Source: an optimization exercise on an open RTL-to-GDS flow (aim: a short achievable clock period and few clock cycles). Production flows keep margins and buffers that such runs may drop.
The RTL was checked by simulation tests, not by an equivalence proof against the original design.
Power and IR drop assume default switching activity.

## flow/config.mk

```make
export PLATFORM = sky130hd
export DESIGN_NAME = custom_cpu
export DESIGN_NICKNAME = custom_cpu
export VERILOG_FILES = /design/flow/design.v
export SDC_FILE = /design/flow/constraint.sdc
export NUM_CORES = 4
export LEC_CHECK = 0
export CAP_MARGIN = 20
export CORE_MARGIN = 2
export CORE_UTILIZATION = 40
export SLEW_MARGIN = 20
```

## flow/constraint.sdc

```tcl
create_clock -name core_clock -period 12.0 [get_ports {clk}]
set_input_delay 2.4000 -clock core_clock [delete_from_list [all_inputs] [get_ports {clk}]]
set_output_delay 2.4000 -clock core_clock [all_outputs]
set_load 0.01 [all_outputs]
```

## flow/design.v

```verilog
`timescale 10 ns / 1 ns
module alu(
    input  [31:0]  A,
	input  [31:0]  B,
	input  [2: 0]  ALUop,
	output         Zero,
	output [31:0]  Result
);
    wire [31:0]    and_result;
    wire [31:0]    or_result;
    wire [32:0]    add_result;
	wire [31:0]    xor_result;
	wire [31:0]    nor_result;
	wire           slt_result;
	wire           sltu_result;
	wire           Overflow;
	wire           CarryOut;
    wire [32:0] a = {1'b0, A};
    wire [32:0] b = (ALUop[2]|ALUop[0]) ?~{1'b0,B}:{1'b0,B};
	assign and_result  = A&B;
	assign or_result   = A|B;
	assign xor_result  = A^B;
	assign nor_result  = ~(A|B);
	assign add_result  = a+b+(ALUop[2]|ALUop[0]);
    assign slt_result  = (A[31] == 1'b1 && B[31] == 1'b0) ? 1'b1 : 
	                     (A[31] == 1'b0 && B[31] == 1'b1) ? 1'b0 :
	                     (add_result[31] == 1'b1)         ? 1'b1 : 
						                                    1'b0 ;
	assign sltu_result = add_result[32] == 1'b1           ? 1'b1 :
	                                                        1'b0 ;
	assign Result = (ALUop == 3'b000)                  ? and_result                    :
	                (ALUop == 3'b001)                  ? or_result                     :
	                (ALUop == 3'b010||ALUop == 3'b110) ? add_result[31:0]              :
					(ALUop == 3'b100)                  ? xor_result                    :
					(ALUop == 3'b101)                  ? nor_result                    :
	                (ALUop == 3'b111)                  ? (slt_result ? 32'b1 : 32'b0)  : 
					                                     (sltu_result ? 32'b1 : 32'b0) ;
	assign Zero = (Result == 32'b0) ? 1'b1 : 1'b0;				                                                             
endmodule
`timescale 10 ns / 1 ns
module reg_file(
	input                       clk,
	input  [5 - 1:0]  waddr,
	input  [5 - 1:0]  raddr1,
	input  [5 - 1:0]  raddr2,
	input                       wen,
	input  [32 - 1:0]  wdata,
	output [32 - 1:0]  rdata1,
	output [32 - 1:0]  rdata2
);
	reg [32 - 1:0] reg_file [(1<<5)-1:0];
	always @(posedge clk)begin
	  if(wen == 1)begin
	    reg_file[waddr]<=wdata;
		end
	end 
  assign rdata1 = (raddr1 == 5'b0) ? 5'b0 : reg_file[raddr1]; 
  assign rdata2 = (raddr2 == 5'b0) ? 5'b0 : reg_file[raddr2];
endmodule
`timescale 10 ns / 1 ns
module shifter (
    input  [32 - 1:0] A,       
    input  [4:0] B,                      
    input  [1:0] Shiftop,                
    output [32 - 1:0] Result    
);
    wire [32 - 1:0] sign = {32{A[32 - 1]}};
    wire [32 - 1:0] lr;
    assign lr = A >> B;
    wire [32 - 1:0] ar;
    wire [32 - 1:0] ar_sign;
    assign ar_sign = sign << (32 - B);
    assign ar = ar_sign | lr ;
    assign Result = (Shiftop == 2'b00) ? (A << B) :                 
                    (Shiftop == 2'b11) ? ar       :                
                    (Shiftop == 2'b10) ? lr       :                
                                    32'b0;               
endmodule
`timescale 10ns / 1ns
module ALUop(
    input  [5:0] Opcode,
	input  [5:0]   func,
	output [2:0]  ALUop
);
    assign ALUop = (Opcode == 6'b000000) ? (
	               (func   == 6'b100001) ? 3'b010 :
	               (func   == 6'b100011) ? 3'b110 :
		           (func   == 6'b100100) ? 3'b000 :
		           (func   == 6'b100111) ? 3'b101 :
		           (func   == 6'b100101) ? 3'b001 :
		           (func   == 6'b100110) ? 3'b100 :
		           (func   == 6'b101010) ? 3'b111 :
				   (func   == 6'b101011) ? 3'b011 :
				                           3'b001):
	               (Opcode == 6'b000001) ? 3'b111 :
				   (Opcode[5:3] == 3'b000)? 3'b110:
				   (Opcode[5:3] == 3'b101 || Opcode[5:3] == 3'b100)? 3'b010 :
				   (Opcode == 6'b001001) ? 3'b010 :
				   (Opcode == 6'b001100) ? 3'b000 :
				   (Opcode == 6'b001101) ? 3'b001 :
				   (Opcode == 6'b001110) ? 3'b100 :
				   (Opcode == 6'b001010) ? 3'b111 :
				                           3'b011 ; 
endmodule
module CU(
	input EX_IF,
	input EX_WB,
	input EX_LD,
	input EX_ST,
	input clk,
	input rst,
	input Inst_Req_Ready,
	input Inst_Valid,
	input Mem_Req_Ready,
	input Read_data_Valid,
	input  [31:0] Instruction,
	output [ 8:0]current_stata,
	output Inst_Req_Valid,
	output Inst_Ready,
	output Read_data_Ready,
	output MemRead,
	output MemWrite
);
    reg [8:0] current_stata_reg;
	reg [8:0] next_stata_reg;
	assign current_stata = current_stata_reg;
	localparam INIT = 9'b000000001,
	           IF   = 9'b000000010,
			   IW   = 9'b000000100,
			   ID   = 9'b000001000,
			   EX   = 9'b000010000,
			   ST   = 9'b000100000,
			   LD   = 9'b001000000,
			   RDW  = 9'b010000000,
			   WB   = 9'b100000000;
	always @(posedge clk) begin
		if(rst == 1'b1) begin
			current_stata_reg <= INIT;
		end
		else begin
			current_stata_reg <= next_stata_reg;
		end
	end
	always @(*) begin
	    case(current_stata_reg)
		    INIT:begin
				 if(rst == 1'b0) begin
					next_stata_reg = IF;
				 end
				 else begin
					next_stata_reg = current_stata_reg;
			     end
			end
			IF: begin
				if(Inst_Req_Ready == 1'b1) begin
					next_stata_reg = IW;
				end
				else begin 
					next_stata_reg = current_stata_reg;
				end
			end
			IW:begin
				if(Inst_Valid == 1'b1) begin
					next_stata_reg = ID;
				end
				else begin
					next_stata_reg = current_stata_reg;
				end
			end
            ID:begin
				if(Instruction != 0) begin
					next_stata_reg = EX;
				end
                else begin
					next_stata_reg = IF;
				end
			end
			EX:begin
				if(EX_IF) begin
					next_stata_reg = IF;
				end
				else if(EX_WB) begin
					next_stata_reg = WB;
				end
				else if(EX_ST) begin
					next_stata_reg = ST;
				end
				else if(EX_LD) begin
					next_stata_reg = LD;
				end
				else begin
					next_stata_reg = current_stata_reg;
				end
			end
			ST:begin
				if(Mem_Req_Ready) begin
					next_stata_reg = IF;
				end
				else begin
					next_stata_reg = current_stata_reg;
				end
			end
			WB:begin
				next_stata_reg = IF;
			end
			LD:begin
				if(Mem_Req_Ready) begin
					next_stata_reg = RDW;
				end
				else begin
					next_stata_reg = current_stata_reg;
				end
			end
			RDW:begin
				if(Read_data_Valid) begin
					next_stata_reg = WB;
				end
				else begin
					next_stata_reg = current_stata_reg;
				end
			end
			default: next_stata_reg = INIT;
		endcase 
	end	
	assign Inst_Req_Valid  = current_stata == IF;
	assign Inst_Ready      = current_stata == IW  | current_stata == INIT;
	assign Read_data_Ready = current_stata == RDW | current_stata == INIT;
	assign MemRead         = current_stata == LD;
	assign MemWrite        = current_stata == ST;        
endmodule
module custom_cpu(
	input         clk,
	input         rst,
	output [31:0] PC,
	output        Inst_Req_Valid,
	input         Inst_Req_Ready,
	input  [31:0] Instruction,
	input         Inst_Valid,
	output        Inst_Ready,
	output [31:0] Address,
	output        MemWrite,
	output [31:0] Write_data,
	output [ 3:0] Write_strb,
	output        MemRead,
	input         Mem_Req_Ready,
	input  [31:0] Read_data,
	input         Read_data_Valid,
	output        Read_data_Ready,
	input         intr,
	output [31:0] cpu_perf_cnt_0,
	output [69:0] inst_retire
);
localparam INIT = 9'b000000001,
           IF   = 9'b000000010,
           IW   = 9'b000000100,
           ID   = 9'b000001000,
           EX   = 9'b000010000,
           ST   = 9'b000100000,
           LD   = 9'b001000000,
           RDW  = 9'b010000000,
           WB   = 9'b100000000;
	wire			RF_wen; 
	wire [4:0]		RF_waddr; 
	wire [31:0]		RF_wdata; 
	wire [8:0]    current_stata;
	reg  [31:0] _RF_wdata;
	assign inst_retire = {RF_wen,RF_waddr,_RF_wdata,PC};
	reg  [31:0] instruction;
	always @(posedge clk) begin
		   if(current_stata == IW) begin
			   instruction <= Instruction;
		   end
		end
	wire [5:0] Opcode = instruction[31:26];
	wire [4:0] rs     = instruction[25:21];
	wire [4:0] rt     = instruction[20:16];
	wire [4:0] rd     = instruction[15:11];
	wire [5:0] shamt  = instruction[10: 6];
    wire [6:0] func   = instruction[ 5: 0];
	wire [15:0]imm    = instruction[15: 0];
	wire [25:0]tar    = instruction[25: 0];
	wire          RegDst;           
	wire          jump;             
	wire          branch;           
	wire          move;             
	wire [2:0]    ALUSrc;           
    wire [31:0]   rsdata;           
	wire [31:0]   rtdata;           
	wire [31:0]   rddata;           
	wire [4:0]    shiftlength;      
 	wire          zero;             
	wire [31:0]   Result;           
	wire [31:0]   imm_32;           
    wire [31:0] imm_32_0E;
	wire [31:0] imm_32_SE;
	wire [31:0] imm_32_SE00; 
	wire [31:0] imm_32_1600; 
	wire        imm_sign = imm[15];
	assign imm_32_SE00 = {{14{imm_sign}},imm,2'b00};
	assign imm_32_0E   = {{16{1'b0}},imm} ;
	assign imm_32_SE   = {{16{imm_sign}},imm} ;
	assign imm_32_1600 = {imm,{16{1'b0}}};
    assign imm_32 = (Opcode == 6'b001100 || Opcode == 6'b001101 || Opcode == 6'b001110) ? imm_32_0E  :
	                Opcode[5:3] == 3'b000                                               ? imm_32_SE00:
					Opcode[5:0] == 6'b001111                                            ? imm_32_1600:
					                                                                      imm_32_SE  ;
    wire          EX_IF;            
	wire          EX_WB;            
	wire          EX_LD;            
	wire          EX_ST;            
	assign EX_IF = (Opcode[5:3] != 3'b000)                          ? 0 :
	               (Opcode[2:0] != 3'b000 && Opcode[2:0] != 3'b011) ? 1 :
				                                                      0 ; 
    assign EX_WB = (Opcode == 6'b000000 || Opcode == 6'b000011) ? 1 :
	               (Opcode[5:3] != 3'b001)                      ? 0 :
				   (Opcode[2:0] != 3'b000)                      ? 1 :
				                                                  0 ;										
	assign EX_LD = Opcode[5:3] == 3'b100;
	assign EX_ST = Opcode[5:3] == 3'b101;
	assign RegDst    = instruction[31]^instruction[29];
	assign RF_waddr  = RegDst    ? rt       :
	                   Opcode[0] ? 5'b11111 :
							             rd ;  
    assign branch = Opcode[5:2] == 1'h1 | Opcode == 6'b000001;
    assign move = (Opcode == 6'b000000 && (func == 6'b001011 || func == 6'b001010));
    assign jump = Opcode == 6'b000010 || Opcode == 6'b000011 || (Opcode == 6'b000000 && (func == 6'b001000 || func == 6'b001001));
    assign ALUSrc[2]   = move ? 1'b0 : 1'b1 ;
	assign ALUSrc[1:0] = move                                                              ? 2'b10 :
	                     Opcode == 6'b000000 || Opcode == 6'b000100 || Opcode == 6'b000101 ? 2'b10 :
						 Opcode == 6'b000110 || Opcode == 6'b000111 || Opcode == 6'b000001 ? 2'b00 :
						                                                                     2'b01 ;
    assign RF_wen = current_stata != WB                                       ? 1'b0 :
	                Opcode[5:3]   == 3'b101                                   ? 1'b0 :
	                Opcode        == 6'b000010                                ? 1'b0 :
	                branch                                                    ? 1'b0 :
					(Opcode       == 6'b000000 && func == 6'b001000)          ? 1'b0 :
					(Opcode       == 6'b000000 && func == 6'b001011 && zero)  ? 1'b0 : 
					(Opcode       == 6'b000000 && func == 6'b001010 && ~zero) ? 1'b0 :
					                                                             1'b1;
	reg_file instance_reg_file(
        .clk(clk),
		.waddr(RF_waddr),
		.raddr1(rs),
		.raddr2(rt),
		.wen(RF_wen),
		.wdata(_RF_wdata),
		.rdata1(rsdata),
		.rdata2(rtdata)
	);
    assign shiftlength = func[2] ? rsdata[4:0] : shamt ;
    shifter instance_shifter(
		.Shiftop(func[1:0]),
		.A(rtdata),
		.B(shiftlength),
	    .Result(rddata)
	);
	wire [31:0] rdata1;
	wire [31:0] rdata2;
	wire [2:0]  ALUop;
	assign rdata1 = ALUSrc[2]   == 1'b1  ? rsdata : 32'b0 ;
	assign rdata2 = ALUSrc[1:0] == 2'b00 ? 32'b0  :
	                ALUSrc[1:0] == 2'b01 ? imm_32 : rtdata;
	ALUop instance_ALUop(
		.Opcode(Opcode),
		.func(func),
		.ALUop(ALUop)
	);
    alu instance_alu(
        .A(rdata1),
		.B(rdata2),
		.ALUop(ALUop),
		.Zero(zero),
		.Result(Result)
	);
    wire [31:0] mem_data;  
	wire [31:0] lwl_data;
	wire [31:0] lwr_data;
	assign lwl_data = Result[1:0] == 2'b00  ? {Read_data[7:0],rtdata[23:0] }    :
	                  Result[1:0] == 2'b01  ? {Read_data[15:0],rtdata[15:0]}    :
					  Result[1:0] == 2'b10  ? {Read_data[23:0],rtdata[7:0] }    :
					                                Read_data                   ;
	assign lwr_data = Result[1:0] == 2'b00  ? Read_data                         :
	                  Result[1:0] == 2'b01  ? {rtdata[31:24],Read_data[31:8]}   :
					  Result[1:0] == 2'b10  ? {rtdata[31:16],Read_data[31:16]}  :
					                          {rtdata[31:8],Read_data[31:24]}   ;
    wire [31:0] lb_mem_data;
	wire [31:0] lbu_mem_data;
	wire [31:0] lh_mem_data;
	wire [31:0] lhu_mem_data;
	assign lb_mem_data = Result[1:0] == 2'b00 ? {{24{Read_data[7]}},Read_data[7:0]}     : 
	                     Result[1:0] == 2'b01 ? {{24{Read_data[15]}},Read_data[15:8]}   :
						 Result[1:0] == 2'b10 ? {{24{Read_data[23]}},Read_data[23:16]}  :
						                        {{24{Read_data[31]}},Read_data[31:24]}  ;
	assign lbu_mem_data = Result[1:0] == 2'b00 ? {{24{1'b0}},Read_data[7:0]}  :
	                      Result[1:0] == 2'b01 ? {{24{1'b0}},Read_data[15:8]} :
						  Result[1:0] == 2'b10 ? {{24{1'b0}},Read_data[23:16]}:
						                         {{24{1'b0}},Read_data[31:24]}; 
	assign lh_mem_data = Result[1:0] == 2'b00 ? {{16{Read_data[15]}},Read_data[15:0]} : 
	                                            {{16{Read_data[31]}},Read_data[31:16]};                     
	assign lhu_mem_data = Result[1:0] == 2'b00 ? {{24{1'b0}},Read_data[15:0]}         :
	                                             {{24{1'b0}},Read_data[31:16]}        ;
    assign mem_data = Opcode[2:0] == 3'b000 ? lb_mem_data          :
	                  Opcode[2:0] == 3'b100 ? lbu_mem_data         :
					  Opcode[2:0] == 3'b001 ? lh_mem_data          :
					  Opcode[2:0] == 3'b101 ? lhu_mem_data         :
					  Opcode[2:0] == 3'b011 ? Read_data            :
					  Opcode[2:0] == 3'b010 ? lwl_data :   lwr_data;
    assign RF_wdata = Opcode == 6'b0 ? (
		              func   == 6'b001000 || func == 6'b001001 ? PC+4    :
					  func   == 6'b001011 || func == 6'b001010 ? rsdata  :
					  func[5]== 1'b0                           ? rddata  :  
					                                             Result) :
					  Opcode      == 6'b001111 ? imm_32     :
					  Opcode[5:3] == 3'b001    ? Result     :
					  Opcode[5:3] == 3'b100    ? mem_data   :  PC+4      ;
	always @(posedge clk) begin
	   _RF_wdata <= RF_wdata;
	end
   assign Address = {Result[31:2],2'b00};
   wire [31:0] swr_rtdata;
   wire [31:0] swl_rtdata;
   assign swl_rtdata = Result[1:0] == 2'b00 ? {{24{1'b0}},rtdata[31:24]} :
                       Result[1:0] == 2'b01 ? {{16{1'b0}},rtdata[31:16]} :
					   Result[1:0] == 2'b10 ? {{8{1'b0}},rtdata[31:8]}   :
					                          rtdata                     ;
   assign swr_rtdata = Result[1:0] == 2'b11 ? {rtdata[7:0],{24{1'b0}}}   :
                       Result[1:0] == 2'b10 ? {rtdata[15:0],{16{1'b0}}}  :
					   Result[1:0] == 2'b01 ? {rtdata[23:0],{8{1'b0}}}   :
					                           rtdata                    ;           
   assign Write_data = Opcode == 6'b101000 ? rtdata<<(8*Result[1:0]) :
                       Opcode == 6'b101001 ? rtdata<<(16*Result[1])  :
					   Opcode == 6'b101011 ? rtdata                  :
					   Opcode == 6'b101010 ? swl_rtdata  : swr_rtdata;                                           
	wire [3:0] strb_1;
	assign strb_1[0] = (Result[1:0] == 2'b00);
    assign strb_1[1] = (Result[1:0] == 2'b01);
	assign strb_1[2] = (Result[1:0] == 2'b10);
	assign strb_1[3] = (Result[1:0] == 2'b11);   
	wire [3:0] strb_2;
	assign strb_2[1:0] = {2{(Result[1] == 1'b0)}};
	assign strb_2[3:2] = {2{(Result[1] == 1'b1)}};
	wire [3:0] strb_3 = 4'b1111;
	wire [3:0] strb_4;
	assign strb_4 = 4'b1111 >> (3-Result[1:0]);
	wire [3:0] strb_5;
	assign strb_5 = 4'b1111 << Result[1:0];
	assign Write_strb = Opcode[2:0] == 3'b000 ? strb_1 :
	                    Opcode[2:0] == 3'b001 ? strb_2 :
						Opcode[2:0] == 3'b011 ? strb_3 :
						Opcode[2:0] == 3'b010 ? strb_4 :
						                        strb_5 ;
    CU instance_CU(
		.EX_IF(EX_IF),
		.EX_LD(EX_LD),
		.EX_ST(EX_ST),
		.EX_WB(EX_WB),
		.clk(clk),
		.rst(rst),
		.Inst_Req_Ready(Inst_Req_Ready),
		.Inst_Valid(Inst_Valid),
		.Mem_Req_Ready(Mem_Req_Ready),
		.Read_data_Valid(Read_data_Valid),
		.Instruction(instruction),
		.current_stata(current_stata),
		.Inst_Req_Valid(Inst_Req_Valid),
		.Inst_Ready(Inst_Ready),
		.Read_data_Ready(Read_data_Ready),
		.MemRead(MemRead),
		.MemWrite(MemWrite)
	);
wire        is_jorb;    
wire [31:0] next_pc;    
assign is_jorb = jump   ? 1 :
                 branch ? (
                      Opcode[2:1] == 2'b10 ? Opcode[0]^zero               :
					  Opcode[2:1] == 2'b11 ? Opcode[0]^(Result[31]||zero) :
					                         rt[0]^(Result == 1'b1)       
				 ): 0;
assign next_pc = branch    ? PC+imm_32_SE00       :
                 Opcode[1] ? {PC[31:28],tar,2'b0} :
				                          rsdata  ; 
reg [31:0] reg_pc; 
always @(posedge clk) begin
    if(rst) begin
	   reg_pc <= 32'b0;
	end
	else if(current_stata == ID) begin
	   reg_pc <= PC+4;
	end
	else if(current_stata == EX) begin
		if(is_jorb) begin
	        reg_pc <= next_pc;	
	    end
	end
end
assign PC = reg_pc;
   reg [31:0] cycle_cnt;
   always @(posedge clk) begin
      if(rst == 1'b1) begin
	     cycle_cnt <= 32'b0;
	  end
	  else begin
	     cycle_cnt <= cycle_cnt + 32'b1;
	  end
   end
   assign cpu_perf_cnt_0 = cycle_cnt;
endmodule
```

## flow/run.sh

```bash
#!/bin/bash
# synth_recipe.tcl (not shown) runs the flow's synth.tcl, then flattens the netlist and writes it again
# the make line also repeats each setting of config.mk as NAME=value (left out here)
make -C /OpenROAD-flow-scripts/flow DESIGN_CONFIG=/design/flow/config.mk WORK_HOME=/design/flow/orfs CLKGATE_MAP_FILE= SYNTH_SCRIPT=/design/flow/synth_recipe.tcl finish
```

==> results.yml <==
route:
  drtAntennaViolNets: 0
  drt_iter0_drc: 6834
  viasPerCell: 6.56
  via_count: 53317
  drc_errors: 0
  wirelength_um: 287000
  wl_per_cell_um: 35.4
  firstDrtPassIters: 7
setup_path:
  cp-start-kind: "register"
  cp.required_ns: 9.60
  worstPathMaxFanout: 28
  r2r_slack_ns: 1.89
  endpoint_kind: "output pin"
  crit_buf_inv: 5
  max_stage_delay_ns: 0.60
  critPathTopFamily: "simple AND/OR/NAND/NOR gates"
  cp.arrival_ns: 9.26
  reg2reg_to: "_RF_wdata[25]"
  rr_worst_depth: 30
  worst_path_max_delay_cell: "or4_1"
  crit_type: "reg -> out"
timing:
  finClkSkew_ns: 0.0595
  period_needed_ns: 11.66
  fin_setup_tns_ns: 0
  fin_crit_sh_pct: 97.2
  worst_pin_slew_ns: 1.32
  drv_slew: 0
  timing.hold.ws_ns: 0.456
  rsz0062_at_grt: "no"
  hold_violations: 0
  fmax_ghz: 0.0857
  finalSetupViolations: 0
  slew_headroom_pct: 11.7
min_path:
  hp-start: "cycle_cnt[0]"
  hold_end: "cycle_cnt[0]"
  worstHoldPathCells: 1
  min_path_type: "reg -> reg"
floorplan:
  rows: 153
  die_w_um: 422
  die-area_sq_um: 178000
  die_h_um: 422
  design.core.area_sq_um: 174000
  io-pin-count: 278
  start_util_pct: 40.2
global_routing:
  track_usage_pct: 31.5
  grt_max_degree: 93
  grt_pass1_vias: 51553
  antenna_found_initial: 22
  gr-total-overflow: 0
  grt_pass1_wl_um: 400000
synth:
  yosysTopAreaCell: "edfxtp_1"
  ys_seq_area_share_pct: 48.6
  yosysUniqueCellTypes: 101
  synth_flop_cell: "edfxtp_1"
  syn_inst: 5385
  synth_area_per_cell_sq_um: 13.0
  async_flop_share_pct: 0
  synth_top_area_share_pct: 45.3
  synth_edf_count: 1056
  syn-cell-area_sq_um: 69900
  synth_area_leaders: "edfxtp_1 45%, mux4_2 21%, dfxtp_1 3.3%"
  synth-seq-cells: 1171
  yosys_warnings: 4
clocking:
  path_clk_slew_ns: 0.06
  clockRootBuffer: "clkbuf_16"
  worstSkewPairLatency_ns: 0.82
  numClockSinks: 1171
  cts_tree: "built"
  h-tree-depth: 4
  numCtsBuffers: 132
  cts_buffer_depth: 3
pwr:
  leakage_nw: 27.9
  ir_worst_vdd_mv: 0.115
  powerDensity_nw_per_um2: 111
cells_and_area:
  area_delta_synth_final_pct: 16.5
  drive_above_1_share_pct: 23.5
  layout_commonest_cell: "edfxtp_1"
  top_register: "instance_reg_file.reg_file"
  final_cell_mix: "1056 x edfxtp_1, 642 x mux4_2, 475 x nand2_1"
  largest_reg_flops: 1024
  nets: 5885
placed_design:
  gp_congestion: 0.991
  hpwl_um: 194000
  io_buffers: 274
run:
  drv_cap: 0
status:
  status: "complete, no violations"
## synth_stat cells, types with 27 or more instances
cell type / number
nand2_1: 475
clkbuf_1: 269
inv_1: 139
ha_1: 129
o21ai_0: 212
a211oi_1: 71
a221oi_1: 27
a21oi_1: 326
xnor2_1: 85
a21o_1: 51
mux2_2: 47
o211ai_1: 37
buf_2: 40
o22ai_1: 47
edfxtp_1: 1056
a31oi_1: 64
nor2_1: 403
or2_2: 33
buf_4: 39
and3_1: 45
or3_1: 47
buf_1: 87
mux4_2: 642
nor3_1: 80
xor2_1: 79
a22oi_1: 40
dfxtp_1: 115
mux2i_1: 184
nand3_1: 87
## worst max path at each step
stage,startpoint,end,slack (ns),depth (start not counted)
floorplan,register,Write_data[18],2.09,29
global placement,register,Write_data[22],0.75,24
detailed placement,register,Write_data[22],0.63,24
CTS,register,inst_retire[69],0.03,26
global route,register,Write_data[29],0.08,28
finish,register,inst_retire[69],0.34,25
## what timing repair did
item	4_1_cts	5_1_grt
pin swaps	1	2
hold endpoints to repair	0	0
resized for setup	2	4
hold buffers	0	0
buffers inserted	1	5
setup endpoints to repair	32	35
## layout make-up
type                       instances  area [sq um]
antenna                           11          27.5
multi-input combinational       3633         34000
sequential                      1171         34000
inverter                         144           541
timing repair buffer             601          5490
clock inverter                    68           900
tap                             2325          2910
fill                           15475         92300
clock buffer                     171          3590
## metrics by stage
| stage | util (%) | worst slack [ns] | instances | power [mW] | instance area (sq um) |
|---|---|---|---|---|---|
| 3_5_place_dp | 44.2 | 0.630 | 7868 | 4.92 | 76900 |
| 4_1_cts | 46.8 | 0.0331 | 8108 | 9.08 | 81400 |
| 6_report | 46.9 | 0.336 | 8124 | 9.03 | 81500 |
| 2_1_floorplan | - | 2.09 | 5386 | 4.73 | 69900 |
| 5_1_grt | 46.9 | 0.0786 | 8115 | 9.27 | 81500 |
| 3_3_place_gp | 44.2 | 0.748 | 7868 | 4.92 | 76800 |
## routing by layer
metal	GRT usage, %	vias to the layer above	routed length (um)
met4	16.3	10	17400
met2	49.5	3239	132000
met1	41.1	27374	109000
li1	-	22036	-
met3	6.95	658	28800
met5	0	-	90
## cell families after synthesis
group / after synthesis / share of synthesized area (%)
other: 1 / 0.00536
XOR/XNOR: 164 / 2.05
AO/OA/AOI/OAI: 1133 / 10.7
multiplexers: 876 / 24.1
flip-flops: 1171 / 48.6
buffers and inverters: 582 / 3.44
adder cells (fa/ha/maj): 131 / 2.37
AND/OR/NAND/NOR: 1327 / 8.70
## power by group
part / internal (mW) / switching, mW / leakage, nW
clock: 2.39 / 1.79 / 2.16
combinational: 0.178 / 0.271 / 15.2
sequential: 4.39 / 0.00994 / 10.6
Testbench counts, summed over its fixed seeds: cycles 315,864.

-- separate check: timing with driven ports --
No port has a modelled driver above. Below, the same layout with a new extraction and two added sets of constraints.
Step 1: set_driving_cell puts a clkbuf_16 on clk and a buf_2 on each other input, an assumption about the parent block.
Step 2 also shifts input and output timing later by t, the mid clock arrival at the registers, as if the neighbouring blocks saw the same clock.
a / b / c = ideal / step 1 / step 2; a / b = the first two.
shift t [ns]: 0.871
setup WS [ns]: 0.336 / 0.251 / 1.122
latest minus earliest clock arrival (ns): 0.059 / 0.059
worst slew at a driven data input, ns: 0.08
After both steps setup and hold are still met in this run. For this run, drivers alone change the setup slack by -0.085 ns; drivers and shift together by +0.786 ns.
